What follows belongs to an exercise in optimizing a design on an open flow for small area; a production flow would make more cautious choices.
Where RTL was checked, it was by simulation tests only, not by an equivalence proof against the original.
For runs 1 and 2, only the layout was checked, not whether the RTL still works.
No activity file was given, so power comes from the tool's default toggle rates.

**flow/config.mk**
```make
export PLATFORM = sky130hd
export DESIGN_NAME = bank
export DESIGN_NICKNAME = bank
export VERILOG_FILES = /design/flow/design.v
export SDC_FILE = /design/flow/constraint.sdc
export NUM_CORES = 4
export LEC_CHECK = 0
export CAP_MARGIN = 20
export CORE_MARGIN = 2
export CORE_UTILIZATION = 70
export CTS_BUF_LIST = sky130_fd_sc_hd__clkbuf_16
export CTS_CLUSTER_DIAMETER = 50
export CTS_CLUSTER_SIZE = 40
export PLACE_DENSITY = 0.8
export SETUP_SLACK_MARGIN = 0.05
export SLEW_MARGIN = 20
```
**flow/constraint.sdc**
```tcl
create_clock -name core_clock -period 14.0 [get_ports {clk}]
set_input_delay 2.8000 -clock core_clock [delete_from_list [all_inputs] [get_ports {clk}]]
set_output_delay 2.8000 -clock core_clock [all_outputs]
set_load 0.01 [all_outputs]
```
**flow/design.v**
```verilog
module pctrl #(
   parameter [7:0]   ADDR = 8'd0
)(
   input             clk,
   input             nRst,
   input             rx,
   output reg        busy,
   output reg  [7:0] cnt,
   output reg        mine,
   output reg  [2:0] op
);
   wire last = mine ? (op[2:1] == 2'b01 ? (cnt == 8'd159) : (cnt == 8'd63))
                    : (cnt == 8'd74);
   always @(posedge clk or negedge nRst) begin
      if (!nRst)
         busy <= 1'b0;
      else if (!busy)
         busy <= !rx;
      else if (last)
         busy <= 1'b0;
   end
   always @(posedge clk) begin
      if (!busy) begin
         cnt   <= 8'd16;
         mine  <= 1'b1;
      end else begin
         cnt   <= cnt + 1'b1;
         if (cnt[7:3] == 5'b00010 && rx != ADDR[cnt[2:0]]) mine <= 1'b0;
         if (cnt == 8'd24) op[0] <= rx;
         if (cnt == 8'd25) op[1] <= rx;
         if (cnt == 8'd26) op[2] <= rx;
      end
   end
endmodule
module pdata(
   input             clk,
   input             nRst,
   input             rx,
   input             busy,
   input      [7:0]  cnt,
   input             mine,
   input      [2:0]  op,
   output            tx
);
   reg   [31:0]   d1;
   reg   [31:0]   d2;
   reg   [31:0]   l;
   reg   [31:0]   m;
   reg   [63:0]   up;
   reg            c;
   reg            pc;
   reg            z1, z2, za;
   wire  act      = busy & mine;
   wire  exec     = act & (cnt[7:5] != 3'd0);
   wire  mulop    = op[2] & (op[1] ^ op[0]);
   wire  out_d1   = exec & (op == 3'd0);
   wire  out_d2   = exec & (op == 3'd1);
   wire  out_res  = exec & (op[2:1] == 2'b01);
   wire  res_lo   = out_res & (cnt[7:5] == 3'd1 || cnt[7:5] == 3'd2);
   wire  res_hi   = out_res & ~res_lo;
   wire  step     = act & mulop & (cnt[7:5] == 3'd1);
   wire  start    = act & mulop & (cnt == 8'd31);
   wire  clr      = start & (~op[1] | za);
   wire  last     = step & (cnt == 8'd63);
   wire  s1       = (step & ~last) | res_lo;
   wire  h        = ~s1 & ~last & ~clr;
   reg         b;
   always @(posedge clk)
      b <= act & mulop & (cnt >= 8'd31) & (cnt <= 8'd62) & ~z1 & ~z2 &
           ((cnt == 8'd31) ? d2[0] : d2[1]);
   wire [32:0] ax    = {m[0], l};
   wire [32:0] ay    = {c, d1 & {32{b}}};
   wire [33:0] cy;
   wire [32:0] res;
   assign cy[0] = 1'b0;
   genvar i;
   generate
      for (i = 0; i < 33; i = i + 1) begin : fa
         assign res[i]  = ax[i] ^ ay[i] ^ cy[i];
         assign cy[i+1] = (ax[i] & ay[i]) | (cy[i] & (ax[i] ^ ay[i]));
      end
   endgenerate
   wire        zap   = za | ~op[1];
   wire [1:0]  uin   = up[1:0] & {2{~zap}};
   wire        u0    = uin[0] ^ pc;
   wire        uc0   = uin[0] & pc;
   wire        u1    = uin[1] ^ uc0;
   wire        uc1   = uin[1] & uc0;
   wire        u_sh  = step | (res_hi & cnt[0]);
   wire        tapu  = up[cnt[0]];
   wire        tap   = res_lo ? l[0] : (tapu ^ pc);
   assign tx = (out_d1 & ~z1 & d1[0]) | (out_d2 & ~z2 & d2[0]) |
               (out_res & ~za & tap);
   always @(posedge clk) begin
      if (out_d1)       d1 <= {rx, d1[31:1]};
      if (out_d2)       d2 <= {rx, d2[31:1]};
      else if (step)    d2 <= {d2[0], d2[31:1]};
      l  <= ({32{h}}    & l)
          | ({32{s1}}   & res[32:1])
          | ({32{last}} & {res[0], m[31:1]});
      m  <= ({32{h}}    & m)
          | ({32{s1}}   & {step & res[0], m[31:1]})
          | ({32{last}} & res[32:1]);
      if (u_sh)
         up <= {(step ? {u1, u0} : 2'b00), up[63:2]};
      c  <= step & cy[33];
      if (clr || (res_hi && cnt == 8'd159))
         pc <= 1'b0;
      else if (step)
         pc <= last ? cy[33] : uc1;
      else if (res_hi)
         pc <= pc & tapu;
   end
   always @(posedge clk or negedge nRst) begin
      if (!nRst) begin
         z1    <= 1'b1;
         z2    <= 1'b1;
         za    <= 1'b1;
      end else begin
         if (out_d1 && cnt == 8'd63) z1 <= 1'b0;
         if (out_d2 && cnt == 8'd63) z2 <= 1'b0;
         if (last)                   za <= 1'b0;
      end
   end
endmodule
module percept #(
   parameter [7:0]   ADDR = 8'd0
)(
   input             clk,
   input             nRst,
   input             rx,
   output            tx
);
   wire        busy;
   wire [7:0]  cnt;
   wire        mine;
   wire [2:0]  op;
   pctrl #(.ADDR(ADDR)) pctrl (
      .clk     (clk),
      .nRst    (nRst),
      .rx      (rx),
      .busy    (busy),
      .cnt     (cnt),
      .mine    (mine),
      .op      (op)
   );
   pdata pdata (
      .clk     (clk),
      .nRst    (nRst),
      .rx      (rx),
      .busy    (busy),
      .cnt     (cnt),
      .mine    (mine),
      .op      (op),
      .tx      (tx)
   );
endmodule
module bank(
   input             clk,
   input             nRst,
   input             rx,
   output            tx
);
   wire   [3:0] tx_i;
   percept #(.ADDR(8'd0)) p0 (.clk(clk), .nRst(nRst), .rx(rx), .tx(tx_i[0]));
   percept #(.ADDR(8'd1)) p1 (.clk(clk), .nRst(nRst), .rx(rx), .tx(tx_i[1]));
   percept #(.ADDR(8'd2)) p2 (.clk(clk), .nRst(nRst), .rx(rx), .tx(tx_i[2]));
   percept #(.ADDR(8'd4)) p3 (.clk(clk), .nRst(nRst), .rx(rx), .tx(tx_i[3]));
   assign tx = |tx_i;
endmodule
```
**flow/run.sh**
```bash
#!/bin/bash
# synth_recipe.tcl (not shown) runs the flow's synth.tcl, then flattens the netlist and writes it again
# the make line also repeats each setting of config.mk as NAME=value (left out here)
make -C /OpenROAD-flow-scripts/flow DESIGN_CONFIG=/design/flow/config.mk WORK_HOME=/design/flow/orfs CLKGATE_MAP_FILE= SYNTH_SCRIPT=/design/flow/synth_recipe.tcl finish
```
==> flow_summary.yaml, run 1 <==
cells_and_area:
  final-seq-area_um2: 22200
  layout_common_cells: "edfxtp_1 (524), dfxtp_1 (304), nor2_1 (243)"
  layout_commonest_cell: "edfxtp_1"
  area_growth_pct: 9.15
  drive_gt1_share_pct: 12.4
  n_antenna_cell: 0
  fin_area_um2: 36100
  multi_input_area_um2: 9910
  fillers: 2591
  layout.nets: 2491
route:
  drc: 0
  drtIter0Drc: 1611
  top_layer: "met4"
  drt-met1-wl_mm: 25.6
  ant_nets: 0
  wire_per_inst_um: 18.8
  drt_wl_total_mm: 55.9
  met3_length_mm: 2.77
  via_per_inst: 6.13
  dr.pass1.iters: 7
  vias: 18200
  wl_met2_mm: 26.4
synthesis:
  synth-seq-area-share_pct: 67.3
  ys_async_sr_fraction_pct: 1.90
  synth_ff_type: "edfxtp_1"
  syn_inst: 2324
  synth_edf_count: 524
  ys_warn_count: 5
  yosys.cell_types.count: 72
  synth_seq_cells: 844
  avgSynthCellArea_um2: 14.2
  syn_nets: 2495
  syn_area_um2: 33100
critical_path:
  critPathLaunchType: "flip-flop"
  path_max_fanout: 2
  rrSetupSlack_ps: 490
  cp.required_ps: 14510
  criticalPathCategory: "reg2reg"
  cp.arrival_ps: 14020
  cpMostUsedCell: "fa_2"
  crit_slowest_cell: "fa_1"
  reg2regPathDepth: 40
  critical-path-max-stage-delay_ps: 440
  r2r_end: "p0.pdata.pc$_SDFFE_PP0P_"
  crit_path_end_kind: "flip-flop"
  r2r_start: "p0.pdata.d1[0]$_DFFE_PP_"
power_and_ir_drop:
  p_leak_nw: 11.8
  peakVddDrop_mv: 0.142
  finalPower_mw: 5.54
  powerDensity_nw_per_um2: 153
clock_network:
  cts_tree: "yes"
  cts-root-buf: "clkbuf_16"
  numClockSinks: 844
  clk_pin_slew_ps: 120
  cts.htree.levels: 2
  clk_path_buf_depth: 3
  clock_latency_ps: 650
  cts_buffers: 55
placement:
  hpwlAfterDp_mm: 32.6
  port_buffers: 3
  place.gp.congestion: 0.839
  place_area_um2: 33800
global_route:
  overflow: 0
  grt_pass1_wl_mm: 92.6
  grt_pass1_vias: 18300
  grt_max_degree: 65
  grt_usage_pct: 22.9
  antenna_found_initial: 0
timing:
  fin_crit_ps: 13510
  holdWs_ps: 392
  setup_viol: 0
  max-slew-margin-rel_pct: 26.0
  fmax_ghz: 0.0740
  finalHoldViolations: 0
  maxSlewViolCount: 0
  min_period_over_period_pct: 96.5
  skew_ps: 48.6
  tightest_slew_ps: 1110
floorplan:
  io_pins: 4
  row_count: 79
  dieArea_um2: 49000
  die-height_um: 221
  start_util_pct: 71.0
  core_area_um2: 46600
  dieWidth_um: 221
worst_hold_path:
  timing.hold.worst.class: "reg2reg"
  hold_depth: 0
  hp-start: "p1.pdata.d2[22]$_DFFE_PP_"
  holdPathEnd: "p1.pdata.d2[21]$_DFFE_PP_"
run_status:
  outcome: "no timing/DRC/antenna violations"
flow_run:
  cap_violations: 0
==> power breakdown <==
part / internal, mW / switching, mW / total, mW
Clock: 0.868 / 0.974 / 1.84
Combinational: 0.276 / 0.356 / 0.633
Sequential: 2.86 / 0.204 / 3.06
==> synth_stat cells (14+ instances only) <==
cell type  count  area, um2
a21o_1        14        105
a221o_1      213       2130
and2_1        68        425
buf_2         22        110
buf_6         17        191
clkbuf_1      69        259
dfxtp_1      304       6090
edfxtp_1     524      15700
fa_1         128       2560
ha_1          40        500
inv_1        168        631
nand2_1      203        762
nand3_1       19       95.1
nor2_1       246        923
o21ai_0       23        115
o221ai_1      31        272
xnor2_1       17        149
==> through the flow <==
stage | TNS (ps) | cells | util (%) | worst slack [ps]
after floorplan | 0 | 2324 | - | 62.7
after global placement | -1520 | 2868 | 72.5 | -249
after detailed placement | -5070 | 2868 | 72.5 | -514
after CTS | 0 | 2972 | 77.3 | 52.3
after global routing | -27.2 | 2973 | 77.5 | -27.2
final | 0 | 2973 | 77.5 | 491
==> area by class of cell <==
class                      count  share of cell area [%]
clock buffer                  60                    4.16
clock inverter                43                    1.75
inverter                     168                    1.75
multi-input combinational   1199                    27.5
sequential                   844                    61.6
tap                          607                    2.11
timing repair buffer          52                    1.11
==> worst max-delay path by stage <==
stage	startpoint	endpoint	slack [ps]
detailed placement	p0.pdata.d1[0]$_DFFE_PP_	p0.pdata.pc$_SDFFE_PP0P_	-510
global placement	p0.pdata.b$_DFF_P_	p0.pdata.pc$_SDFFE_PP0P_	-250
floorplan	p1.pdata.b$_DFF_P_	p1.pdata.l[31]$_DFF_P_	60
global route	p0.pdata.d1[0]$_DFFE_PP_	p0.pdata.pc$_SDFFE_PP0P_	-30
finish	p0.pdata.d1[0]$_DFFE_PP_	p0.pdata.pc$_SDFFE_PP0P_	490
CTS	p0.pdata.d1[0]$_DFFE_PP_	p0.pdata.pc$_SDFFE_PP0P_	50
==> critical path: cells and delay by family (launching register included) <==
family	cells	cell delay, ps
compound gates	2	410
fa+ha+maj	33	12200
buf+inv	3	200
flops	1	350
simple gates	2	260
==> routing by layer <==
metal,track usage [%],vias up
li1,-,8403
met1,34.1,9197
met2,36.0,537
met3,3.28,82
met4,6.73,0
met5,0,-
==> what timing repair did <==
item / 4_1_cts / 5_1_grt
gates resized for setup: 39 / 27
hold buffers: 0 / 0
pin swaps: 1 / 2
setup endpoints to repair: 27 / 21
buffers inserted: 1 / 0
==> sequential cells by signal, indices dropped and copies added, names as in the netlist, 64 cells and up <==
signal / flops
p2.pdata.up: 64
p1.pdata.up: 64
p3.pdata.up: 64
p0.pdata.up: 64
==> logic make-up after synthesis <==
| logic type | count (synthesis) | share of synthesized area, % |
|---|---|---|
| xor+xnor | 26 | 0.689 |
| flops | 844 | 67.3 |
| simple gates | 647 | 9.24 |
| mux | 13 | 0.420 |
| buf+inv | 281 | 3.69 |
| compound gates | 345 | 9.42 |
| fa+ha+maj | 168 | 9.27 |
==> run 2, diff against run 1 <==
--- a/flow/config.mk
+++ b/flow/config.mk
@@ -9,8 +9,8 @@
 export CORE_MARGIN = 2
 export CORE_UTILIZATION = 70
 export CTS_BUF_LIST = sky130_fd_sc_hd__clkbuf_16
-export CTS_CLUSTER_DIAMETER = 50
-export CTS_CLUSTER_SIZE = 40
+export CTS_CLUSTER_DIAMETER = 80
+export CTS_CLUSTER_SIZE = 30
 export PLACE_DENSITY = 0.8
 export SETUP_SLACK_MARGIN = 0.05
 export SLEW_MARGIN = 20
==> run 2 against run 1 <==
  * Critical path type unchanged
  * Largest cell class unchanged
  * Maximum frequency is essentially flat
  * Clock skew fell by 24 ps
  * Utilization decreased by 2.2 points
  * Still clean on timing, DRC and antenna
==> flow_summary.yaml, run 2 <==
timing:
  setup_viol: 0
  rsz0062_at_grt: "yes"
  finalHoldViolations: 0
  fin_crit_ps: 13510
  maxSlewViolCount: 0
  tightest_slew_ps: 1110
  max-slew-margin-rel_pct: 26.3
  min_period_over_period_pct: 96.5
  holdWs_ps: 414
  skew_ps: 25.0
  fmax_ghz: 0.0740
critical_path:
  critical-path-max-stage-delay_ps: 550
  crit_path_end_kind: "flip-flop"
  path_max_fanout: 2
  cp.arrival_ps: 14000
  cp.required_ps: 14490
  crit_slowest_cell: "fa_1"
  critPathLaunchType: "flip-flop"
  criticalPathCategory: "reg2reg"
  cpMostUsedCell: "fa_2"
clock_network:
  clock_latency_ps: 610
  cts_buffers: 35
  cts-root-buf: "clkbuf_16"
  holdBufCountCts: 0
  clk_path_buf_depth: 3
  cts_tree: "yes"
  numClockSinks: 844
  cts.htree.levels: 2
  clk_pin_slew_ps: 110
route:
  dr.pass1.iters: 6
  wire_per_inst_um: 18.3
  drt_wl_total_mm: 53.7
  via_per_inst: 6.12
  drc: 0
  ant_nets: 0
  vias: 17900
  drtIter0Drc: 1646
cells_and_area:
  n_antenna_cell: 0
  area_growth_pct: 6.02
  layout_commonest_cell: "edfxtp_1"
  layout.nets: 2472
  drive_gt1_share_pct: 10.3
  layout_common_cells: "edfxtp_1 (524), dfxtp_1 (304), nor2_1 (243)"
synthesis:
  ys_async_sr_fraction_pct: 1.90
  synth_commonest_cells: "edfxtp_1 (524), dfxtp_1 (304), nor2_1 (246)"
  synth_ff_type: "edfxtp_1"
  synth-xor-area-share_pct: 0.689
  ys_warn_count: 5
  synth-simple-area-share_pct: 9.24
  yosys-top-cells-area: "edfxtp_1 (48%), dfxtp_1 (18%), fa_1 (7.8%)"
  synth.most_common_cell: "edfxtp_1"
  synth_top_family_by_area: "compound AO/OA/AOI/OAI gates"
  synth_fa_ha_area_share_pct: 9.27
  synth.mux.area_fraction_pct: 0.420
  synth_edf_count: 524
  syn_inst: 2324
  synth_compound_area_share_pct: 9.42
  yosysTopAreaCell: "edfxtp_1"
  syn_area_um2: 33100
  synth-seq-area-share_pct: 67.3
  syn_nets: 2495
  avgSynthCellArea_um2: 14.2
  yosys.cell_types.count: 72
  netlist.area_leader.share_pct: 47.6
  synth_seq_cells: 844
placement:
  port_buffers: 3
  place.gp.congestion: 0.839
  hpwlAfterDp_mm: 32.6
floorplan:
  row_count: 79
  core_area_um2: 46600
  io_pins: 4
  dieWidth_um: 221
  die-height_um: 221
  start_util_pct: 71.0
  dieArea_um2: 49000
global_route:
  grt_usage_pct: 21.9
  grt_pass1_wl_mm: 88.9
  grt_max_degree: 65
  grt_pass1_vias: 17700
  antenna_found_initial: 0
  overflow: 0
power_and_ir_drop:
  p_leak_nw: 11.3
  finalPower_mw: 4.92
  peakVddDrop_mv: 0.148
  powerDensity_nw_per_um2: 140
run_status:
  outcome: "no timing/DRC/antenna violations"
worst_hold_path:
  timing.hold.worst.class: "reg2reg"
flow_run:
  cap_violations: 0
==> run 2: layer usage <==
metal	up-vias	share of wire [%]	routed length (um)	track usage, %
li1	8329	-	-	-
met1	9101	47	25300	33.5
met2	447	47	25000	33.9
met3	71	4.4	2390	2.66
met4	0	1.9	1030	6.15
met5	-	0	0	0
==> run 2: cells by family (layout without fill, tap and decap cells) <==
group           after synthesis  in the layout
simple gates                647            647
compound gates              345            345
fa+ha+maj                   168            168
flops                       844            844
buf+inv                     281            285
mux                          13             13
xor+xnor                     26             26
==> run 2: report_power, final <==
group / total [mW] / internal [mW] / switching [mW]
Clock: 1.23 / 0.515 / 0.719
Sequential: 3.06 / 2.86 / 0.200
Combinational: 0.626 / 0.276 / 0.350
==> run 2: final cells by class <==
type | instances | area, um2
flip-flops and latches | 844 | 22200
clock buffers | 37 | 926
inverters | 168 | 631
repair buffers | 53 | 408
multi-input cells | 1199 | 9910
fillers | 2733 | 11500
clock inverters | 27 | 173
well taps | 607 | 759
==> run 2: repair_timing <==
item                                    4_1_cts  5_1_grt
setup buffers                                 1        1
resized for setup                            39       26
gates cloned                                  0        0
pin swaps                                     1        2
endpoints found under the setup margin       27       20
==> run 2: final timing paths <==
path / cells after the start / slack (ps) / endpoint / from
worst max-delay path: 39 / 490 / p1.pdata.l[31]$_DFF_P_ / p1.pdata.d1[0]$_DFFE_PP_
worst min-delay path: 0 / 410 / p3.pdata.d2[9]$_DFFE_PP_ / p3.pdata.d2[10]$_DFFE_PP_
worst max register to register: 39 / 490 / p1.pdata.l[31]$_DFF_P_ / p1.pdata.d1[0]$_DFFE_PP_
worst min register to register: 0 / 410 / p3.pdata.d2[9]$_DFFE_PP_ / p3.pdata.d2[10]$_DFFE_PP_
max in group asynchronous: 1 / 11440 / p0.pdata.z1$_DFFE_PN1P_ / nRst
min in group asynchronous: 1 / 2170 / p2.pctrl.busy$_DFF_PN0_ / nRst
==> run 2: metrics by stage <==
| stage | cell area [um2] | instances | util (%) | worst slack (ps) | TNS [ps] |
|---|---|---|---|---|---|
| final | 35000 | 2935 | 75.3 | 486 | 0 |
| after global routing | 35000 | 2935 | 75.3 | 9.22 | 0 |
| after CTS | 35000 | 2933 | 75.1 | 81.8 | 0 |
| after detailed placement | 33800 | 2868 | 72.5 | -514 | -5070 |
| after global placement | 33700 | 2868 | 72.5 | -249 | -1520 |
| after floorplan | 33100 | 2324 | - | 62.7 | 0 |
==> run 2: critical path: cells and delay by family (launching register included) <==
family | cells | cell delay (ps)
adder cells (fa/ha/maj) | 33 | 12410
AO/OA/AOI/OAI | 1 | 260
buffers and inverters | 3 | 190
flip-flops | 1 | 370
AND/OR/NAND/NOR | 2 | 190
==> run 3, diff against run 2 <==
--- a/flow/design.v
+++ b/flow/design.v
@@ -61,9 +61,9 @@
    wire  step     = act & mulop & (cnt[7:5] == 3'd1);
    wire  start    = act & mulop & (cnt == 8'd31);
    wire  clr      = start & (~op[1] | za);
-   wire  last     = step & (cnt == 8'd63);
-   wire  s1       = (step & ~last) | res_lo;
-   wire  h        = ~s1 & ~last & ~clr;
+   wire  swap     = ~busy & mine & mulop & (cnt == 8'd64);
+   wire  s1       = step | res_lo;
+   wire  h        = ~s1 & ~swap & ~clr;
    reg         b;
    always @(posedge clk)
       b <= act & mulop & (cnt >= 8'd31) & (cnt <= 8'd62) & ~z1 & ~z2 &
@@ -97,17 +97,17 @@
       else if (step)    d2 <= {d2[0], d2[31:1]};
       l  <= ({32{h}}    & l)
           | ({32{s1}}   & res[32:1])
-          | ({32{last}} & {res[0], m[31:1]});
+          | ({32{swap}} & m);
       m  <= ({32{h}}    & m)
           | ({32{s1}}   & {step & res[0], m[31:1]})
-          | ({32{last}} & res[32:1]);
+          | ({32{swap}} & l);
       if (u_sh)
          up <= {(step ? {u1, u0} : 2'b00), up[63:2]};
       c  <= step & cy[33];
       if (clr || (res_hi && cnt == 8'd159))
          pc <= 1'b0;
       else if (step)
-         pc <= last ? cy[33] : uc1;
+         pc <= (cnt == 8'd63) ? cy[33] : uc1;
       else if (res_hi)
          pc <= pc & tapu;
    end
@@ -119,7 +119,7 @@
       end else begin
          if (out_d1 && cnt == 8'd63) z1 <= 1'b0;
          if (out_d2 && cnt == 8'd63) z2 <= 1'b0;
-         if (last)                   za <= 1'b0;
+         if (step   && cnt == 8'd63) za <= 1'b0;
       end
    end
 endmodule
==> flow/config.mk (replaced) <==
export PLATFORM = sky130hd
export DESIGN_NAME = bank
export DESIGN_NICKNAME = bank
export VERILOG_FILES = /design/flow/design.v
export SDC_FILE = /design/flow/constraint.sdc
export NUM_CORES = 4
export LEC_CHECK = 0
export CAP_MARGIN = 20
export CORE_MARGIN = 2
export CORE_UTILIZATION = 65
export CTS_BUF_LIST = sky130_fd_sc_hd__clkbuf_8 sky130_fd_sc_hd__clkbuf_16
export CTS_CLUSTER_DIAMETER = 80
export CTS_CLUSTER_SIZE = 30
export PLACE_DENSITY = 0.75
export SETUP_SLACK_MARGIN = 0.1
export SLEW_MARGIN = 20
==> run 3 against run 2 <==
  * Critical path depth unchanged
  * First-iteration DRC count increased by 7.5%
  * Synthesized area rose by 1.0%
  * Still clean
  * Largest cell class unchanged
  * Highest routed layer unchanged
  * Count of clock-buffer cells in the layout grew 2
  * Power shrank 6.1%
  * Setup slack better by 130 ps
  * Die area up 8.6%
  * Combinational power decreased by 32%
  * Clock skew decreased by 6.8 ps
  * Maximum frequency is 0.95% higher
==> flow_summary.yaml, run 3 <==
run_status:
  outcome: "no timing/DRC/antenna violations"
critical_path:
  cpMostUsedCell: "fa_1"
  reg2regPathDepth: 39
  rrSetupSlack_ps: 610
  r2r_start: "p2.pdata.d1[0]$_DFFE_PP_"
  crit_slowest_cell: "fa_1"
  criticalPathCategory: "reg2reg"
  critPathLaunchType: "flip-flop"
  path_delay_family: "adder cells"
  worst-path-buf-inv: 3
  crit_path_end_kind: "flip-flop"
  r2r_end: "p2.pdata.l[31]$_DFF_P_"
  path_max_fanout: 2
  cp.required_ps: 14510
  critical-path-max-stage-delay_ps: 530
  cp.arrival_ps: 13900
floorplan:
  row_count: 83
  dieArea_um2: 53200
  die-height_um: 231
  dieWidth_um: 231
  core_area_um2: 51100
  start_util_pct: 65.4
  io_pins: 4
route:
  drt_wl_total_mm: 54.1
  drtIter0Drc: 1769
  dr.pass1.iters: 5
  ant_nets: 0
  wire_per_inst_um: 17.3
  vias: 18500
  drc: 0
  via_per_inst: 5.89
cells_and_area:
  layout_common_cells: "edfxtp_1 (524), dfxtp_1 (301), nand2_1 (276)"
  fin_area_um2: 35600
  layout.nets: 2593
  fin_util_pct: 69.6
  drive_gt1_share_pct: 8.36
  layout_commonest_cell: "edfxtp_1"
  fillers: 3434
  n_antenna_cell: 0
  instances_no_fill: 3131
  area_growth_pct: 6.49
synthesis:
  syn_area_um2: 33400
  synth-xor-area-share_pct: 0.656
  syn_inst: 2462
  synth_ff_type: "edfxtp_1"
  syn_nets: 2633
  synth_fa_ha_area_share_pct: 9.17
  yosys-top-cells-area: "edfxtp_1 (47%), dfxtp_1 (18%), fa_1 (7.7%)"
  netlist.area_leader.share_pct: 47.1
  synth_top_family_by_area: "simple AND/OR/NAND/NOR gates"
  yosysTopAreaCell: "edfxtp_1"
  ys_async_sr_fraction_pct: 1.90
  synth_compound_area_share_pct: 8.64
  yosys.cell_types.count: 69
  synth_commonest_cells: "edfxtp_1 (524), dfxtp_1 (304), nand2_1 (279)"
  synth-seq-area-share_pct: 66.6
  avgSynthCellArea_um2: 13.6
  synth-simple-area-share_pct: 11.3
  synth.mux.area_fraction_pct: 0.259
  synth_edf_count: 524
  ys_warn_count: 5
  synth_seq_cells: 844
  synth.most_common_cell: "edfxtp_1"
placement:
  place.gp.congestion: 0.853
  dp.cells: 3059
  port_buffers: 3
  hpwlAfterDp_mm: 32.5
  place_area_um2: 34200
  pre_cts_ws_ps: -342
timing:
  maxSlewViolCount: 0
  tightest_slew_ps: 923
  skew_ps: 18.2
  setup_viol: 0
  fin_crit_ps: 13390
  max-slew-margin-rel_pct: 38.3
  fin_ws_ps: 613
  rsz0062_at_grt: "yes"
  min_period_over_period_pct: 95.6
  fmax_ghz: 0.0747
  finalHoldViolations: 0
global_route:
  grt_max_degree: 96
  grt_util_met2_pct: 31.8
  grt.busiest_layer: "met2"
  grt_pass1_wl_mm: 90.3
  antenna_found_initial: 0
  use_met1_pct: 31.7
  overflow: 0
  grt_usage_pct: 20.6
  use_met3_pct: 2.16
  grt_pass1_vias: 17900
worst_hold_path:
  holdPathEnd: "p3.pdata.up[3]$_DFFE_PP_"
  timing.hold.worst.class: "reg2reg"
  hp-start: "p3.pdata.up[5]$_DFFE_PP_"
  hold_depth: 0
power_and_ir_drop:
  combPwrFrac_pct: 9.2
  powerDensity_nw_per_um2: 130
  p_leak_nw: 12.0
  p_sw_mw: 1.14
  peakVddDrop_mv: 0.115
  power.internal_mw: 3.48
  pwr-share-seq_pct: 62.8
  pwr-share-clk_pct: 28.0
  p_sw_share_pct: 24.7
clock_network:
  clk_path_buf_depth: 3
  cts_tree: "yes"
  clock_latency_ps: 610
  cts_buffers: 37
  holdBufCountCts: 0
  cts.htree.levels: 2
  cts-root-buf: "clkbuf_16"
  clk_pin_slew_ps: 100
  numClockSinks: 844
flow_run:
  cap_violations: 0
[run 3: cell count changes after synthesis, sizes merged, moves of 9 or more]
cell / before / now
nor2: 246 / 116
a221o: 213 / 117
nand3: 20 / 99
a22oi: 1 / 78
nand2: 204 / 279
clkbuf: 70 / 117
nand2b: 6 / 43
o211ai: 1 / 35
buf: 43 / 12
nor3: 21 / 48
a21o: 14 / 4
and2: 68 / 78
o21ai: 23 / 32
[run 3: routing by layer]
metal / vias to the layer above / part of all wire (%)
met5: - / 0
met4: 0 / 1.8
met3: 60 / 3.7
met2: 391 / 47
met1: 9250 / 48
li1: 8749 / -
[run 3: worst max-delay path by stage]
stage | startpoint | to | slack [ps] | cells after the start
2_1_floorplan | p0.pdata.b$_DFF_P_ | p0.pdata.pc$_SDFFE_PP0P_ | 30 | 41
3_3_place_gp | p0.pdata.d1[0]$_DFFE_PP_ | p0.pdata.pc$_SDFFE_PP0P_ | -100 | 40
3_5_place_dp | p0.pdata.d1[0]$_DFFE_PP_ | p0.pdata.pc$_SDFFE_PP0P_ | -340 | 40
4_1_cts | p0.pdata.d1[0]$_DFFE_PP_ | p0.pdata.pc$_SDFFE_PP0P_ | 100 | 40
5_1_grt | p2.pdata.d1[0]$_DFFE_PP_ | p2.pdata.pc$_SDFFE_PP0P_ | 50 | 40
6_report | p2.pdata.d1[0]$_DFFE_PP_ | p2.pdata.l[31]$_DFF_P_ | 610 | 39
[run 3: what timing repair did]
action / 4_1_cts / 5_1_grt
buffers inserted: 1 / 2
endpoints found under the setup margin: 12 / 13
gates cloned: 1 / 0
pin swaps: 1 / 2
resized for setup: 27 / 36
[run 3: through the flow]
stage               power (mW)  hold slack (ps)  setup TNS (ps)
floorplan                 3.25              400               0
global placement          3.34              402            -153
detailed placement        3.37              405           -1230
CTS                       4.66              417               0
global route              4.82              413               0
finish                    4.62              416               0
[run 3: layout make-up]
type                            count  area [um2]  share of cell area, %
Multi-Input combinational cell   1328       10300                   28.9
Inverter                          161         604                   1.70
Sequential cell                   844       22200                   62.5
Timing Repair Buffer               50         399                   1.12
Tap cell                          680         851                   2.39
Clock buffer                       39         965                   2.71
Clock inverter                     29         213                  0.598
[run 3: kinds of logic after synthesis]
group           Yosys count
flops                   844
simple gates            773
compound gates          354
buf+inv                 290
fa+ha+maj               168
xor+xnor                 25
mux                       8
[run 3: power groups by stage]
| stage | clock [mW] | sequential [mW] | combinational (mW) |
|---|---|---|---|
| after floorplan | 0 | 2.87 | 0.380 |
| after global placement | 0 | 2.94 | 0.398 |
| after detailed placement | 0 | 2.95 | 0.419 |
| after CTS | 1.33 | 2.90 | 0.427 |
| after global routing | 1.41 | 2.92 | 0.484 |
| final | 1.29 | 2.90 | 0.426 |
[run 3: worst register-to-register path, delay by kind of cell, from the launching register on]
family | cells | cell delay [ps]
AND/OR/NAND/NOR | 2 | 190
AO/OA/AOI/OAI | 1 | 280
flip-flops | 1 | 380
buffers and inverters | 3 | 190
adder cells (fa/ha/maj) | 33 | 12250
==> run 4, diff against run 3 <==
--- a/flow/design.v
+++ b/flow/design.v
@@ -9,8 +9,10 @@
    output reg        mine,
    output reg  [2:0] op
 );
-   wire last = mine ? (op[2:1] == 2'b01 ? (cnt == 8'd159) : (cnt == 8'd63))
-                    : (cnt == 8'd74);
+   wire end_res = cnt[7] & (cnt[5:0] == 6'd63);
+   wire end_op  = cnt[6] & (cnt[4:0] == 5'd31);
+   wire end_mis = cnt[6] & cnt[5] & (cnt[3:0] == 4'b1010);
+   wire last    = mine ? (op[2:1] == 2'b01 ? end_res : end_op) : end_mis;
    always @(posedge clk or negedge nRst) begin
       if (!nRst)
          busy <= 1'b0;
@@ -21,14 +23,14 @@
    end
    always @(posedge clk) begin
       if (!busy) begin
-         cnt   <= 8'd16;
+         cnt   <= 8'd48;
          mine  <= 1'b1;
       end else begin
          cnt   <= cnt + 1'b1;
-         if (cnt[7:3] == 5'b00010 && rx != ADDR[cnt[2:0]]) mine <= 1'b0;
-         if (cnt == 8'd24) op[0] <= rx;
-         if (cnt == 8'd25) op[1] <= rx;
-         if (cnt == 8'd26) op[2] <= rx;
+         if (cnt[7:3] == 5'b00110 && rx != ADDR[cnt[2:0]]) mine <= 1'b0;
+         if (cnt == 8'd56) op[0] <= rx;
+         if (cnt == 8'd57) op[1] <= rx;
+         if (cnt == 8'd58) op[2] <= rx;
       end
    end
 endmodule
@@ -51,23 +53,22 @@
    reg            pc;
    reg            z1, z2, za;
    wire  act      = busy & mine;
-   wire  exec     = act & (cnt[7:5] != 3'd0);
+   wire  exec     = act & (cnt[7] | cnt[6]);
    wire  mulop    = op[2] & (op[1] ^ op[0]);
    wire  out_d1   = exec & (op == 3'd0);
    wire  out_d2   = exec & (op == 3'd1);
    wire  out_res  = exec & (op[2:1] == 2'b01);
-   wire  res_lo   = out_res & (cnt[7:5] == 3'd1 || cnt[7:5] == 3'd2);
-   wire  res_hi   = out_res & ~res_lo;
-   wire  step     = act & mulop & (cnt[7:5] == 3'd1);
-   wire  start    = act & mulop & (cnt == 8'd31);
+   wire  res_lo   = out_res & ~cnt[7];
+   wire  res_hi   = out_res & cnt[7];
+   wire  step     = act & mulop & ~cnt[7] & cnt[6] & ~cnt[5];
+   wire  start    = act & mulop & ~cnt[7] & ~cnt[6] & (cnt[3:0] == 4'hf);
    wire  clr      = start & (~op[1] | za);
-   wire  swap     = ~busy & mine & mulop & (cnt == 8'd64);
-   wire  s1       = step | res_lo;
-   wire  h        = ~s1 & ~swap & ~clr;
+   wire  last     = step & (cnt[4:0] == 5'd31);
+   wire  s1       = (step & ~last) | res_lo;
+   wire  h        = ~s1 & ~last & ~clr;
    reg         b;
    always @(posedge clk)
-      b <= act & mulop & (cnt >= 8'd31) & (cnt <= 8'd62) & ~z1 & ~z2 &
-           ((cnt == 8'd31) ? d2[0] : d2[1]);
+      b <= ~z1 & ~z2 & (start ? d2[0] : (step & ~last & d2[1]));
    wire [32:0] ax    = {m[0], l};
    wire [32:0] ay    = {c, d1 & {32{b}}};
    wire [33:0] cy;
@@ -97,17 +98,17 @@
       else if (step)    d2 <= {d2[0], d2[31:1]};
       l  <= ({32{h}}    & l)
           | ({32{s1}}   & res[32:1])
-          | ({32{swap}} & m);
+          | ({32{last}} & {res[0], m[31:1]});
       m  <= ({32{h}}    & m)
           | ({32{s1}}   & {step & res[0], m[31:1]})
-          | ({32{swap}} & l);
+          | ({32{last}} & res[32:1]);
       if (u_sh)
          up <= {(step ? {u1, u0} : 2'b00), up[63:2]};
       c  <= step & cy[33];
-      if (clr || (res_hi && cnt == 8'd159))
+      if (clr || (res_hi && cnt[5:0] == 6'd63))
          pc <= 1'b0;
       else if (step)
-         pc <= (cnt == 8'd63) ? cy[33] : uc1;
+         pc <= last ? cy[33] : uc1;
       else if (res_hi)
          pc <= pc & tapu;
    end
@@ -117,9 +118,9 @@
          z2    <= 1'b1;
          za    <= 1'b1;
       end else begin
-         if (out_d1 && cnt == 8'd63) z1 <= 1'b0;
-         if (out_d2 && cnt == 8'd63) z2 <= 1'b0;
-         if (step   && cnt == 8'd63) za <= 1'b0;
+         if (out_d1 && cnt[4:0] == 5'd31) z1 <= 1'b0;
+         if (out_d2 && cnt[4:0] == 5'd31) z2 <= 1'b0;
+         if (last)                   za <= 1'b0;
       end
    end
 endmodule
==> flow/config.mk (replaced) <==
export PLATFORM = sky130hd
export DESIGN_NAME = bank
export DESIGN_NICKNAME = bank
export VERILOG_FILES = /design/flow/design.v
export SDC_FILE = /design/flow/constraint.sdc
export NUM_CORES = 4
export LEC_CHECK = 0
export CAP_MARGIN = 20
export CORE_MARGIN = 2
export CORE_UTILIZATION = 70
export CTS_BUF_LIST = sky130_fd_sc_hd__clkbuf_16
export CTS_CLUSTER_DIAMETER = 80
export CTS_CLUSTER_SIZE = 30
export GPL_TIMING_DRIVEN = 0
export PLACE_DENSITY = 0.8
export SETUP_SLACK_MARGIN = 0.05
export SLEW_MARGIN = 20
==> run 4 against run 3 <==
  * Power is 7.1% lower
  * Largest power group unchanged
  * Maximum frequency is 1.4% lower
  * Global-route usage is 3.7 points higher
  * Sequential cell count stayed put
  * Sequential power is 6% lower
  * Via count is 0.56% lower
  * Highest routed layer unchanged
  * Clock power hardly changed
  * Design area is 0.88% lower
  * Setup slack worse by 190 ps
==> flow_summary.yaml, run 4 <==
run_status:
  outcome: "no timing/DRC/antenna violations"
synthesis:
  syn_nets: 2472
  synth_commonest_cells: "edfxtp_1 (524), dfxtp_1 (304), nand2_1 (247)"
  syn_inst: 2297
  synth_top_family_by_area: "adder cells"
  synth_edf_count: 524
  synth-simple-area-share_pct: 9.00
  yosysTopAreaCell: "edfxtp_1"
  synth-seq-area-share_pct: 67.9
  yosys-top-cells-area: "edfxtp_1 (48%), dfxtp_1 (19%), fa_1 (7.8%)"
  synth_ff_type: "edfxtp_1"
  synth_seq_cells: 844
  synth.mux.area_fraction_pct: 0.462
  synth_compound_area_share_pct: 8.99
  netlist.area_leader.share_pct: 48.1
  yosys.cell_types.count: 66
  synth_fa_ha_area_share_pct: 9.51
  ys_async_sr_fraction_pct: 1.90
  synth-xor-area-share_pct: 0.589
  synth.most_common_cell: "edfxtp_1"
  syn_area_um2: 32700
  ys_warn_count: 5
  avgSynthCellArea_um2: 14.3
clock_network:
  numClockSinks: 844
  cts_buffers: 36
  clk_pin_slew_ps: 110
  cts_tree: "yes"
  clk_path_buf_depth: 3
  clock_latency_ps: 600
  cts.htree.levels: 2
  cts-root-buf: "clkbuf_16"
critical_path:
  critPathLaunchType: "flip-flop"
  path_max_fanout: 5
  cp.required_ps: 14490
  critical-path-max-stage-delay_ps: 560
  crit_slowest_cell: "fa_1"
  cpMostUsedCell: "fa_2"
  criticalPathCategory: "reg2reg"
  crit_path_end_kind: "flip-flop"
  cp.arrival_ps: 14070
  path_delay_family: "adder cells"
  worst-path-buf-inv: 4
timing:
  skew_ps: 25.7
  rsz0062_at_grt: "yes"
  fmax_ghz: 0.0737
  holdWs_ps: 405
  max-slew-margin-rel_pct: 27.9
  finalHoldViolations: 0
  setup_tns_ps: 0
  maxSlewViolCount: 0
  fin_ws_ps: 427
  min_period_over_period_pct: 97.0
  setup_viol: 0
  fin_crit_ps: 13570
  tightest_slew_ps: 1080
placement:
  place_area_um2: 33900
  hpwlAfterDp_mm: 36.7
  port_buffers: 3
  place.gp.congestion: 0.847
  pre_cts_ws_ps: -688
  dp.cells: 2919
power_and_ir_drop:
  p_leak_nw: 12.6
  peakVddDrop_mv: 0.168
  finalPower_mw: 4.29
  powerDensity_nw_per_um2: 122
global_route:
  overflow: 0
  grt_max_degree: 65
  grt_pass1_wl_mm: 94.3
  antenna_found_initial: 1
  grt_usage_pct: 24.3
  grt_pass1_vias: 18600
route:
  drc: 0
  wire_per_inst_um: 19.4
  ant_nets: 0
  dr.pass1.iters: 6
  via_per_inst: 6.14
  drtIter0Drc: 1484
  drt_wl_total_mm: 58.0
  vias: 18300
floorplan:
  dieWidth_um: 220
  row_count: 79
  die-height_um: 220
  start_util_pct: 70.6
  dieArea_um2: 48500
  io_pins: 4
  core_area_um2: 46400
worst_hold_path:
  timing.hold.worst.class: "reg2reg"
cells_and_area:
  layout.nets: 2527
  layout_commonest_cell: "edfxtp_1"
  fin_area_um2: 35300
  drive_gt1_share_pct: 10.4
  layout_common_cells: "edfxtp_1 (524), dfxtp_1 (300), nand2_1 (244)"
  area_growth_pct: 7.67
  fin_util_pct: 76.0
  instances_no_fill: 2986
flow_run:
  cap_violations: 0
-- run 4: changes by cell type in the layout (fill, tap and decap cells not counted), sizes merged, moves of 8 or more --
cell,delta
clkbuf,+78
nand2b,-32
o221ai,+72
a221o,+36
inv,+14
o211ai,-34
nand2,-32
nand3,-76
nand4b,-8
a22oi,-75
nor3,-38
o21ai,-22
nor2,+56
and2,-9
-- run 4: logic make-up (layout without fill, tap and decap cells) --
| group | Yosys count | in the layout |
|---|---|---|
| adder cells (fa/ha/maj) | 172 | 172 |
| AO/OA/AOI/OAI | 328 | 328 |
| XOR/XNOR | 22 | 22 |
| AND/OR/NAND/NOR | 628 | 628 |
| other | 0 | 1 |
| multiplexers | 14 | 14 |
| buffers and inverters | 289 | 370 |
| flip-flops | 844 | 844 |
-- run 4: worst paths after layout --
check	startpoint	endpoint	slack, ps	cells past startpoint
max in group asynchronous	nRst	p2.pdata.z2$_DFFE_PN1P_	11440	1
min in group asynchronous	nRst	p3.pctrl.busy$_DFF_PN0_	2180	1
hold reg to reg	p0.pdata.d2[2]$_DFFE_PP_	p0.pdata.d2[1]$_DFFE_PP_	410	0
setup reg to reg	p3.pdata.b$_DFF_P_	p3.pdata.m[31]$_DFF_P_	430	40
setup / recovery	p3.pdata.b$_DFF_P_	p3.pdata.m[31]$_DFF_P_	430	40
hold / removal	p0.pdata.d2[2]$_DFFE_PP_	p0.pdata.d2[1]$_DFFE_PP_	410	0
-- run 4: layout make-up --
| type | instances | area (um2) |
|---|---|---|
| Sequential cell | 844 | 22200 |
| Fill cell | 2750 | 11100 |
| Multi-Input combinational cell | 1164 | 9680 |
| Clock buffer | 38 | 951 |
| Tap cell | 607 | 759 |
| Inverter | 180 | 676 |
| Buffer | 109 | 512 |
| Timing Repair Buffer | 17 | 238 |
| Clock inverter | 26 | 183 |
| Antenna cell | 1 | 2.50 |
-- run 4: report_power, final --
| group | internal, mW | switching [mW] |
|---|---|---|
| clock | 0.529 | 0.743 |
| sequential | 2.68 | 0.0578 |
| combinational | 0.121 | 0.153 |
| total | 3.33 | 0.954 |
-- run 4: layer usage --
metal / vias up / GRT usage, % / wire length, um
met2: 565 / 40.4 / 28200
met5: - / 0 / 0
li1: 8392 / - / -
met4: 0 / 6.85 / 1160
met3: 86 / 3.22 / 2910
met1: 9304 / 34.3 / 25700
-- run 4: timing repair --
action	in CTS	in global routing
pin swaps	3	9
resized for setup	56	26
endpoints found under the setup margin	32	16
hold buffers	0	0
gates cloned	0	0
endpoints found under the hold margin	0	0
setup buffers	1	1
==> run 5, diff against run 4 <==
--- a/flow/config.mk
+++ b/flow/config.mk
@@ -11,7 +11,6 @@
 export CTS_BUF_LIST = sky130_fd_sc_hd__clkbuf_16
 export CTS_CLUSTER_DIAMETER = 80
 export CTS_CLUSTER_SIZE = 30
-export GPL_TIMING_DRIVEN = 0
 export PLACE_DENSITY = 0.8
 export SETUP_SLACK_MARGIN = 0.05
 export SLEW_MARGIN = 20
==> run 5 against run 4 <==
  * First-iteration DRC count is 5.1% lower
  * Non-clock buffer count down 75
  * Setup slack better by 120 ps
  * Highest routed layer unchanged
  * Clock skew fell by 3.3 ps
  * Maximum frequency increased by 0.92%
==> flow_summary.yaml, run 5 <==
run_status:
  outcome: "no timing/DRC/antenna violations"
synthesis:
  ys_warn_count: 5
  synth-xor-area-share_pct: 0.589
  yosys.cell_types.count: 66
  avgSynthCellArea_um2: 14.3
  synth_compound_area_share_pct: 8.99
  synth_commonest_cells: "edfxtp_1 (524), dfxtp_1 (304), nand2_1 (247)"
  syn_inst: 2297
  syn_area_um2: 32700
  synth-simple-area-share_pct: 9.00
  synth_top_family_by_area: "adder cells"
  yosys-top-cells-area: "edfxtp_1 (48%), dfxtp_1 (19%), fa_1 (7.8%)"
  netlist.area_leader.share_pct: 48.1
  synth.mux.area_fraction_pct: 0.462
  synth.most_common_cell: "edfxtp_1"
  synth-seq-area-share_pct: 67.9
  yosysTopAreaCell: "edfxtp_1"
  synth_seq_cells: 844
  syn_nets: 2472
  synth_edf_count: 524
  ys_async_sr_fraction_pct: 1.90
  synth_ff_type: "edfxtp_1"
  synth_fa_ha_area_share_pct: 9.51
critical_path:
  cpMostUsedCell: "fa_2"
  crit_path_end_kind: "flip-flop"
  reg2regPathDepth: 40
  criticalPathCategory: "reg2reg"
  cp.arrival_ps: 13950
  rrSetupSlack_ps: 550
  critPathLaunchType: "flip-flop"
  crit_slowest_cell: "fa_1"
  r2r_end: "p1.pdata.pc$_SDFFE_PP0P_"
  critical-path-max-stage-delay_ps: 420
  path_max_fanout: 2
  cp.required_ps: 14500
  r2r_start: "p1.pdata.d1[0]$_DFFE_PP_"
placement:
  place_area_um2: 33600
  port_buffers: 3
  pre_cts_ws_ps: -486
  place.gp.congestion: 0.834
  hpwlAfterDp_mm: 32.8
  dp.cells: 2842
route:
  via_per_inst: 6.10
  drtIter0Drc: 1409
  dr.pass1.iters: 8
  wire_per_inst_um: 18.6
  drt_wl_total_mm: 54.2
  vias: 17700
  ant_nets: 0
  drc: 0
timing:
  fin_ws_ps: 550
  min_period_over_period_pct: 96.1
  holdWs_ps: 421
  finalHoldViolations: 0
  fin_crit_ps: 13450
  fmax_ghz: 0.0743
  skew_ps: 22.4
  rsz0062_at_grt: "no"
  setup_viol: 0
  max-slew-margin-rel_pct: 22.5
  tightest_slew_ps: 1160
  maxSlewViolCount: 0
global_route:
  grt_pass1_vias: 17600
  overflow: 0
  grt_max_degree: 65
  grt_pass1_wl_mm: 88.9
  antenna_found_initial: 0
  grt_usage_pct: 22.8
clock_network:
  clock_latency_ps: 600
  cts-root-buf: "clkbuf_16"
  cts_tree: "yes"
  numClockSinks: 844
  clk_pin_slew_ps: 120
  clk_path_buf_depth: 3
  cts_buffers: 35
  cts.htree.levels: 2
flow_run:
  cap_violations: 0
floorplan:
  start_util_pct: 70.6
  row_count: 79
  core_area_um2: 46400
  io_pins: 4
  die-height_um: 220
  dieWidth_um: 220
  dieArea_um2: 48500
worst_hold_path:
  timing.hold.worst.class: "reg2reg"
  hold_depth: 0
  holdPathEnd: "p1.pdata.up[18]$_DFFE_PP_"
  hp-start: "p1.pdata.up[20]$_DFFE_PP_"
cells_and_area:
  layout_commonest_cell: "edfxtp_1"
  layout.nets: 2451
  area_growth_pct: 6.57
  fin_area_um2: 34900
  instances_no_fill: 2910
  n_antenna_cell: 0
  layout_common_cells: "edfxtp_1 (524), dfxtp_1 (304), nand2_1 (246)"
  drive_gt1_share_pct: 10.6
power_and_ir_drop:
  p_leak_nw: 12.5
  peakVddDrop_mv: 0.132
  powerDensity_nw_per_um2: 122
==> run 5: changes by cell type in the layout (fill, tap and decap cells not counted), moves of 5 or more <==
| cell | before | now |
|---|---|---|
| fa_1 | 23 | 28 |
| clkbuf_1 | 74 | 0 |
| buf_2 | 23 | 0 |
| buf_4 | 6 | 46 |
| fa_2 | 105 | 100 |
| buf_6 | 8 | 0 |
==> run 5: per-layer routing <==
layer	vias to the layer above	GRT usage, %	wire length, um
met5	-	0	0
met4	0	5.23	879
met3	63	3.24	2330
met2	446	37.8	26600
met1	9000	32.7	24400
li1	8235	-	-
==> run 5: worst max-delay path by stage <==
stage	slack, ps	cells past startpoint	startpoint	end
after floorplan	50	40	p1.pdata.b$_DFF_P_	p1.pdata.pc$_SDFFE_PP0P_
after global placement	-240	40	p1.pdata.d1[0]$_DFFE_PP_	p1.pdata.pc$_SDFFE_PP0P_
after detailed placement	-490	40	p0.pdata.d1[0]$_DFFE_PP_	p0.pdata.pc$_SDFFE_PP0P_
after CTS	50	40	p1.pdata.d1[0]$_DFFE_PP_	p1.pdata.pc$_SDFFE_PP0P_
after global routing	50	40	p0.pdata.b$_DFF_P_	p0.pdata.pc$_SDFFE_PP0P_
final	550	40	p1.pdata.d1[0]$_DFFE_PP_	p1.pdata.pc$_SDFFE_PP0P_
==> run 5: through the flow <==
step / utilization [%] / setup TNS (ps) / power [mW]
finish: 75.3 / 0 / 4.27
global route: 75.3 / 0 / 4.43
CTS: 75.0 / 0 / 4.30
detailed placement: 72.4 / -3750 / 3.06
global placement: 72.4 / -1300 / 3.04
floorplan: - / 0 / 2.99
==> run 5: kinds of logic after synthesis <==
| kind of cell | count (synthesis) |
|---|---|
| muxes | 14 |
| AOI/OAI and AO/OA | 328 |
| xor gates and xnor gates | 22 |
| adders and majority gates | 172 |
| DFF | 844 |
| buffers and inverters | 289 |
| and+or+nand+nor | 628 |
==> run 5: area by class of cell <==
cell class	instances	area (um2)
Clock buffer	36	901
Inverter	180	676
Multi-Input combinational cell	1164	9710
Sequential cell	844	22200
Tap cell	607	759
Timing Repair Buffer	51	405
Clock inverter	28	200
Fill cell	2740	11500
==> run 5: power by group <==
group / leakage, nW / total (mW) / internal (mW) / switching (mW)
sequential: 7.22 / 2.75 / 2.69 / 0.0688
combinational: 4.65 / 0.263 / 0.120 / 0.142
clock: 0.598 / 1.25 / 0.523 / 0.731
total: 12.5 / 4.27 / 3.33 / 0.942
==> run 5: timing repair <==
action	in CTS	in global routing
pin swaps	2	8
setup endpoints to repair	22	18
hold buffers	0	0
setup buffers	0	3
gates resized for setup	35	29
hold endpoints to repair	0	0
cloned	0	0
==> run 5: critical path: cells and delay by family, from the launching register on <==
kind	cells	cell delay (ps)
fa+ha+maj	33	12190
flops	1	360
simple gates	3	440
mux	1	140
buf+inv	3	210
==> run 6, diff against run 5 <==
--- a/flow/config.mk
+++ b/flow/config.mk
@@ -5,7 +5,7 @@
 export SDC_FILE = /design/flow/constraint.sdc
 export NUM_CORES = 4
 export LEC_CHECK = 0
-export CAP_MARGIN = 20
+export CAP_MARGIN = 5
 export CORE_MARGIN = 2
 export CORE_UTILIZATION = 70
 export CTS_BUF_LIST = sky130_fd_sc_hd__clkbuf_16
@@ -13,4 +13,4 @@
 export CTS_CLUSTER_SIZE = 30
 export PLACE_DENSITY = 0.8
 export SETUP_SLACK_MARGIN = 0.05
-export SLEW_MARGIN = 20
+export SLEW_MARGIN = 5
==> run 6 against run 5 <==
  * Count of clock-buffer cells in the layout rose by 2
  * Maximum frequency fell by 0.29%
  * Via count rose by 0.80%
  * Global-route usage barely moved
  * Worst hold slack got worse by 6.0 ps
  * Critical path type unchanged
  * Clock skew rose by 6.0 ps
  * Still clean
  * Die area did not move
==> flow_summary.yaml, run 6 <==
run_status:
  outcome: "no timing/DRC/antenna violations"
power_and_ir_drop:
  pwr-share-seq_pct: 64.1
  finalPower_mw: 4.30
  pwr-share-clk_pct: 29.7
  peakVddDrop_mv: 0.187
  power.internal_mw: 3.35
  combPwrFrac_pct: 6.2
  powerDensity_nw_per_um2: 123
  p_leak_nw: 12.5
  p_sw_mw: 0.946
  p_sw_share_pct: 22.0
global_route:
  antenna_found_initial: 2
  grt_max_degree: 65
  grt_usage_pct: 22.8
  overflow: 0
  grt_pass1_wl_mm: 88.9
  grt_pass1_vias: 17700
synthesis:
  ys_async_sr_fraction_pct: 1.90
  netlist.area_leader.share_pct: 48.1
  synth_seq_cells: 844
  syn_inst: 2297
  ys_warn_count: 5
  synth_edf_count: 524
  yosys.cell_types.count: 66
  syn_nets: 2472
  yosysTopAreaCell: "edfxtp_1"
  syn_area_um2: 32700
  avgSynthCellArea_um2: 14.3
  synth.most_common_cell: "edfxtp_1"
  synth_ff_type: "edfxtp_1"
  synth-seq-area-share_pct: 67.9
  yosys-top-cells-area: "edfxtp_1 (48%), dfxtp_1 (19%), fa_1 (7.8%)"
  synth_commonest_cells: "edfxtp_1 (524), dfxtp_1 (304), nand2_1 (247)"
placement:
  port_buffers: 3
  hpwlAfterDp_mm: 32.5
  place.gp.congestion: 0.834
clock_network:
  clock_latency_ps: 610
  clk_pin_slew_ps: 100
  clk_path_buf_depth: 3
  cts-root-buf: "clkbuf_16"
  cts_tree: "yes"
  cts_buffers: 36
  numClockSinks: 844
  cts.htree.levels: 2
  holdBufCountCts: 0
cells_and_area:
  area_growth_pct: 6.70
  n_antenna_cell: 0
  drive_gt1_share_pct: 10.5
  layout_commonest_cell: "edfxtp_1"
  layout_common_cells: "edfxtp_1 (524), dfxtp_1 (304), nand2_1 (246)"
  layout.nets: 2452
timing:
  max-slew-margin-rel_pct: 12.4
  tightest_slew_ps: 1310
  fin_crit_ps: 13490
  holdWs_ps: 415
  finalHoldViolations: 0
  skew_ps: 28.4
  setup_tns_ps: 0
  min_period_over_period_pct: 96.4
  fmax_ghz: 0.0741
  maxSlewViolCount: 0
  rsz0062_at_grt: "no"
  setup_viol: 0
floorplan:
  start_util_pct: 70.6
  core_area_um2: 46400
  io_pins: 4
  row_count: 79
  dieWidth_um: 220
  dieArea_um2: 48500
  die-height_um: 220
critical_path:
  reg2regPathDepth: 40
  r2r_end: "p3.pdata.m[31]$_DFF_P_"
  crit_slowest_cell: "fa_1"
  crit_start: "p3.pdata.d1[0]$_DFFE_PP_"
  criticalPathCategory: "reg2reg"
  critical-path-max-stage-delay_ps: 560
  rrSetupSlack_ps: 510
  cp.arrival_ps: 13990
  cpMostUsedCell: "fa_2"
  cp.required_ps: 14500
  crit_end: "p3.pdata.m[31]$_DFF_P_"
  r2r_start: "p3.pdata.d1[0]$_DFFE_PP_"
  crit_path_end_kind: "flip-flop"
  path_max_fanout: 2
  critPathLaunchType: "flip-flop"
route:
  dr.pass1.iters: 5
  drc: 0
  drtIter0Drc: 1416
  drt_wl_total_mm: 54.2
  vias: 17900
  via_per_inst: 6.14
  ant_nets: 0
  wire_per_inst_um: 18.6
worst_hold_path:
  timing.hold.worst.class: "reg2reg"
flow_run:
  cap_violations: 0
-- run 6: cell counts after synthesis --
Identical to the previous run, type by type.
-- run 6: final cells by class --
type / count / area [um2]
Sequential cell: 844 / 22200
Fill cell: 2719 / 11400
Multi-Input combinational cell: 1164 / 9710
Clock buffer: 38 / 951
Tap cell: 607 / 759
Inverter: 180 / 676
Timing Repair Buffer: 51 / 398
Clock inverter: 28 / 201
-- run 6: critical path, delay by kind of cell (launching register included) --
kind	cells	cell delay [ps]
AND/OR/NAND/NOR	1	150
flip-flops	1	400
adder cells (fa/ha/maj)	33	12270
AO/OA/AOI/OAI	2	350
buffers and inverters	4	220
-- run 6: how the worst min path moves through the flow --
stage | start | to | slack [ps] | cells past startpoint
after floorplan | p0.pdata.d2[11]$_DFFE_PP_ | p0.pdata.d2[10]$_DFFE_PP_ | 400 | 0
after global placement | p0.pdata.d2[15]$_DFFE_PP_ | p0.pdata.d2[14]$_DFFE_PP_ | 400 | 0
after detailed placement | p0.pdata.up[24]$_DFFE_PP_ | p0.pdata.up[22]$_DFFE_PP_ | 400 | 0
after CTS | p0.pdata.up[24]$_DFFE_PP_ | p0.pdata.up[22]$_DFFE_PP_ | 410 | 0
after global routing | p2.pdata.up[48]$_DFFE_PP_ | p2.pdata.up[46]$_DFFE_PP_ | 420 | 0
final | p0.pdata.up[24]$_DFFE_PP_ | p0.pdata.up[22]$_DFFE_PP_ | 410 | 0
-- run 6: what timing repair did --
| action | 4_1_cts | 5_1_grt |
|---|---|---|
| buffers inserted | 1 | 3 |
| resized for setup | 36 | 28 |
| pin swaps | 1 | 8 |
| setup endpoints to repair | 23 | 19 |
| gates cloned | 0 | 0 |
-- run 6: cells by family (layout without fill, tap and decap cells) --
family,after synthesis,in the layout,synth area share (%)
buffers and inverters,289,297,3.53
AOI/OAI and AO/OA,328,328,8.99
adders and majority gates,172,172,9.51
and+or+nand+nor,628,628,9.00
muxes,14,14,0.462
DFF,844,844,67.9
xor gates and xnor gates,22,22,0.589
-- run 6: per-layer routing --
metal	GRT usage, %	vias to the layer above	wire length, um
met5	0	-	17
met3	3.37	89	2490
met4	6.09	4	1130
li1	-	8236	-
met1	32.0	9076	24400
met2	38.0	481	26200
-- run 6: metrics by stage --
stage	std cells	util (%)	worst slack, ps	instance area (um2)
6_report	2912	75.3	510	34900
5_1_grt	2912	75.3	0.972	34900
4_1_cts	2908	75.1	13.2	34800
3_5_place_dp	2841	72.4	-482	33600
3_3_place_gp	2841	72.4	-244	33600
2_1_floorplan	2297	-	52.5	32800
-- run 6: power by group through the flow --
stage	sequential [mW]	clock (mW)	combinational [mW]
3_5_place_dp	2.81	0	0.257
2_1_floorplan	2.78	0	0.206
6_report	2.76	1.28	0.265
3_3_place_gp	2.80	0	0.236
5_1_grt	2.77	1.38	0.300
4_1_cts	2.75	1.31	0.265
==> run 7, diff against run 6 <==
==> flow/config.mk (replaced) <==
export PLATFORM = sky130hd
export DESIGN_NAME = bank
export DESIGN_NICKNAME = bank
export VERILOG_FILES = /design/flow/design.v
export SDC_FILE = /design/flow/constraint.sdc
export NUM_CORES = 4
export LEC_CHECK = 0
export CAP_MARGIN = 20
export CORE_MARGIN = 2
export CORE_UTILIZATION = 75
export CTS_BUF_LIST = sky130_fd_sc_hd__clkbuf_16
export CTS_CLUSTER_DIAMETER = 70
export CTS_CLUSTER_SIZE = 32
export PLACE_DENSITY = 0.88
export SETUP_SLACK_MARGIN = 0.05
export SLEW_MARGIN = 20
==> run 7 against run 6 <==
  * Count of clock-buffer cells in the layout down 1
  * Utilization up 5.8 points
  * Clock skew down 4.1 ps
  * Sequential power about the same
  * Cell count down 0.93%
  * Global-route usage up 4.1 points
  * Register-to-register slack worse by 90 ps
  * Maximum frequency down 0.63%
  * Still clean
  * Wire length up 10%
  * Critical path depth up 1
  * Clock power about the same
  * First-iteration DRC count up 31%
  * Largest power group unchanged
==> flow_summary.yaml, run 7 <==
clock_network:
  cts.htree.levels: 2
  cts_buffers: 37
  clk_path_buf_depth: 3
  holdBufCountCts: 0
  cts-root-buf: "clkbuf_16"
  numClockSinks: 844
  cts_tree: "yes"
  clock_latency_ps: 600
  clk_pin_slew_ps: 120
synthesis:
  syn_nets: 2472
  synth_seq_cells: 844
  synth_commonest_cells: "edfxtp_1 (524), dfxtp_1 (304), nand2_1 (247)"
  syn_inst: 2297
  ys_warn_count: 5
  synth_edf_count: 524
  synth_ff_type: "edfxtp_1"
  yosysTopAreaCell: "edfxtp_1"
  yosys-top-cells-area: "edfxtp_1 (48%), dfxtp_1 (19%), fa_1 (7.8%)"
  netlist.area_leader.share_pct: 48.1
  ys_async_sr_fraction_pct: 1.90
  synth.most_common_cell: "edfxtp_1"
  avgSynthCellArea_um2: 14.3
  yosys.cell_types.count: 66
  synth-seq-area-share_pct: 67.9
  syn_area_um2: 32700
route:
  drc: 0
  ant_nets: 0
  drt_wl_total_mm: 59.7
  via_per_inst: 6.37
  wire_per_inst_um: 20.7
  dr.pass1.iters: 6
  drtIter0Drc: 1857
  vias: 18400
floorplan:
  dieWidth_um: 213
  die-height_um: 213
  io_pins: 4
  start_util_pct: 76.0
  row_count: 76
  core_area_um2: 43100
  dieArea_um2: 45300
cells_and_area:
  layout_common_cells: "edfxtp_1 (524), dfxtp_1 (304), nand2_1 (245)"
  area_growth_pct: 6.72
  fillers: 2092
  layout_commonest_cell: "edfxtp_1"
  n_antenna_cell: 0
  layout.nets: 2449
  drive_gt1_share_pct: 11.2
  instances_no_fill: 2885
placement:
  port_buffers: 3
  place.gp.congestion: 0.866
  hpwlAfterDp_mm: 35.2
  dp.cells: 2818
timing:
  maxSlewViolCount: 0
  holdWs_ps: 412
  setup_viol: 0
  rsz0062_at_grt: "yes"
  finalHoldViolations: 0
  min_period_over_period_pct: 97.0
  max-slew-margin-rel_pct: 41.8
  fmax_ghz: 0.0737
  tightest_slew_ps: 872
  fin_crit_ps: 13580
  skew_ps: 24.3
critical_path:
  path_max_fanout: 2
  path_depth: 41
  critPathLaunchType: "flip-flop"
  critical-path-max-stage-delay_ps: 440
  worst-path-buf-inv: 3
  crit_path_end_kind: "flip-flop"
  cpMostUsedCell: "fa_2"
  criticalPathCategory: "reg2reg"
  path_delay_family: "adder cells"
  cp.arrival_ps: 14090
  reg2regPathDepth: 41
  crit_slowest_cell: "fa_1"
  cp.required_ps: 14510
run_status:
  outcome: "no timing/DRC/antenna violations"
worst_hold_path:
  timing.hold.worst.class: "reg2reg"
  hold_depth: 0
global_route:
  grt_pass1_vias: 18500
  grt_pass1_wl_mm: 95.5
  overflow: 0
  antenna_found_initial: 0
  grt_max_degree: 65
  grt_usage_pct: 26.9
power_and_ir_drop:
  powerDensity_nw_per_um2: 124
  peakVddDrop_mv: 0.119
  p_leak_nw: 12.5
  finalPower_mw: 4.33
flow_run:
  cap_violations: 0
## run 7: where the power goes
group | total [mW] | switching (mW) | internal [mW]
combinational | 0.278 | 0.156 | 0.123
sequential | 2.76 | 0.0709 | 2.69
clock | 1.30 | 0.776 | 0.522
## run 7: worst paths after layout
path | startpoint | end | slack, ps
setup / recovery | p2.pdata.d1[0]$_DFFE_PP_ | p2.pdata.pc$_SDFFE_PP0P_ | 420
hold / removal | p3.pdata.up[31]$_DFFE_PP_ | p3.pdata.up[29]$_DFFE_PP_ | 410
setup reg to reg | p2.pdata.d1[0]$_DFFE_PP_ | p2.pdata.pc$_SDFFE_PP0P_ | 420
hold reg to reg | p3.pdata.up[31]$_DFFE_PP_ | p3.pdata.up[29]$_DFFE_PP_ | 410
max in group asynchronous | nRst | p3.pdata.za$_DFFE_PN1P_ | 11450
min in group asynchronous | nRst | p0.pctrl.busy$_DFF_PN0_ | 2170
## run 7: layout make-up
class                   count  area, um2  area share [%]
well taps                 585        732            2.09
flip-flops and latches    844      22200            63.6
inverters                 180        676            1.93
repair buffers             47        370            1.06
multi-input cells        1164       9740            27.9
clock inverters            28        258           0.738
clock buffers              37        926            2.65
## run 7: routing by layer
metal | wire, um | up-vias | global-route usage (%) | part of all wire (%)
met5 | 0 | - | 0 | 0
met4 | 1760 | 0 | 9.16 | 3.0
met3 | 3530 | 152 | 3.19 | 5.9
met2 | 30000 | 795 | 45.5 | 50
met1 | 24400 | 9180 | 36.9 | 41
li1 | - | 8245 | - | -
## run 7: worst register-to-register path: cells and delay by family, from the launching register on
family,cells,cell delay [ps]
adders and majority gates,33,12210
DFF,1,370
and+or+nand+nor,2,210
buffers and inverters,3,210
AOI/OAI and AO/OA,3,510
## run 7: repair_timing
item,in CTS,in global routing
setup buffers,1,1
gates resized for setup,44,27
setup endpoints to repair,28,14
endpoints found under the hold margin,0,0
pin swaps,5,8
## run 7: cells by family (layout without fill, tap and decap cells)
group	Yosys count	in the layout	synth area share (%)
flip-flops	844	844	67.9
AND/OR/NAND/NOR	628	628	9.00
AO/OA/AOI/OAI	328	328	8.99
buffers and inverters	289	292	3.53
adder cells (fa/ha/maj)	172	172	9.51
XOR/XNOR	22	22	0.589
multiplexers	14	14	0.462
## run 7: stage by stage
| step | setup WS [ps] | util (%) | instance area, um2 | TNS [ps] |
|---|---|---|---|---|
| final | 424 | 81.1 | 34900 | 0 |
| after global routing | 13.6 | 81.1 | 34900 | 0 |
| after CTS | 50.5 | 80.9 | 34800 | 0 |
| after detailed placement | -540 | 77.9 | 33500 | -4760 |
| after global placement | -242 | 77.8 | 33500 | -1250 |
| after floorplan | 52.5 | - | 32800 | 0 |

re-timing with driven ports:
In the flow no input, the clock included, has a driving cell. The finished layouts below were timed again as built, in two steps.
Step 1 assumes that a clkbuf_16 drives the clock port and a buf_2 every other input.
Step 2 moves the port delays by t, midway between the first and last clock arrival at a register: inputs arrive t later, outputs are due t later. That takes back most of the time a late clock gives input paths.
Slacks: ideal ports / drivers / drivers and shift; pairs: ideal ports / drivers.
| run | t (ns) | setup WS [ns] | pins driven straight from the clock port |
|---|---|---|---|
| run 1 | 0.685 | 0.491 / 0.491 / 0.491 | 1 |
| run 2 | 0.647 | 0.486 / 0.486 / 0.486 | 1 |
| run 3 | 0.660 | 0.613 / 0.613 / 0.613 | 1 |
| run 4 | 0.637 | 0.427 / 0.427 / 0.427 | 1 |
| run 5 | 0.641 | 0.550 / 0.550 / 0.550 | 1 |
| run 6 | 0.651 | 0.510 / 0.510 / 0.510 | 1 |
| run 7 | 0.649 | 0.424 / 0.424 / 0.424 | 1 |
After both steps setup and hold are still met in every run listed.
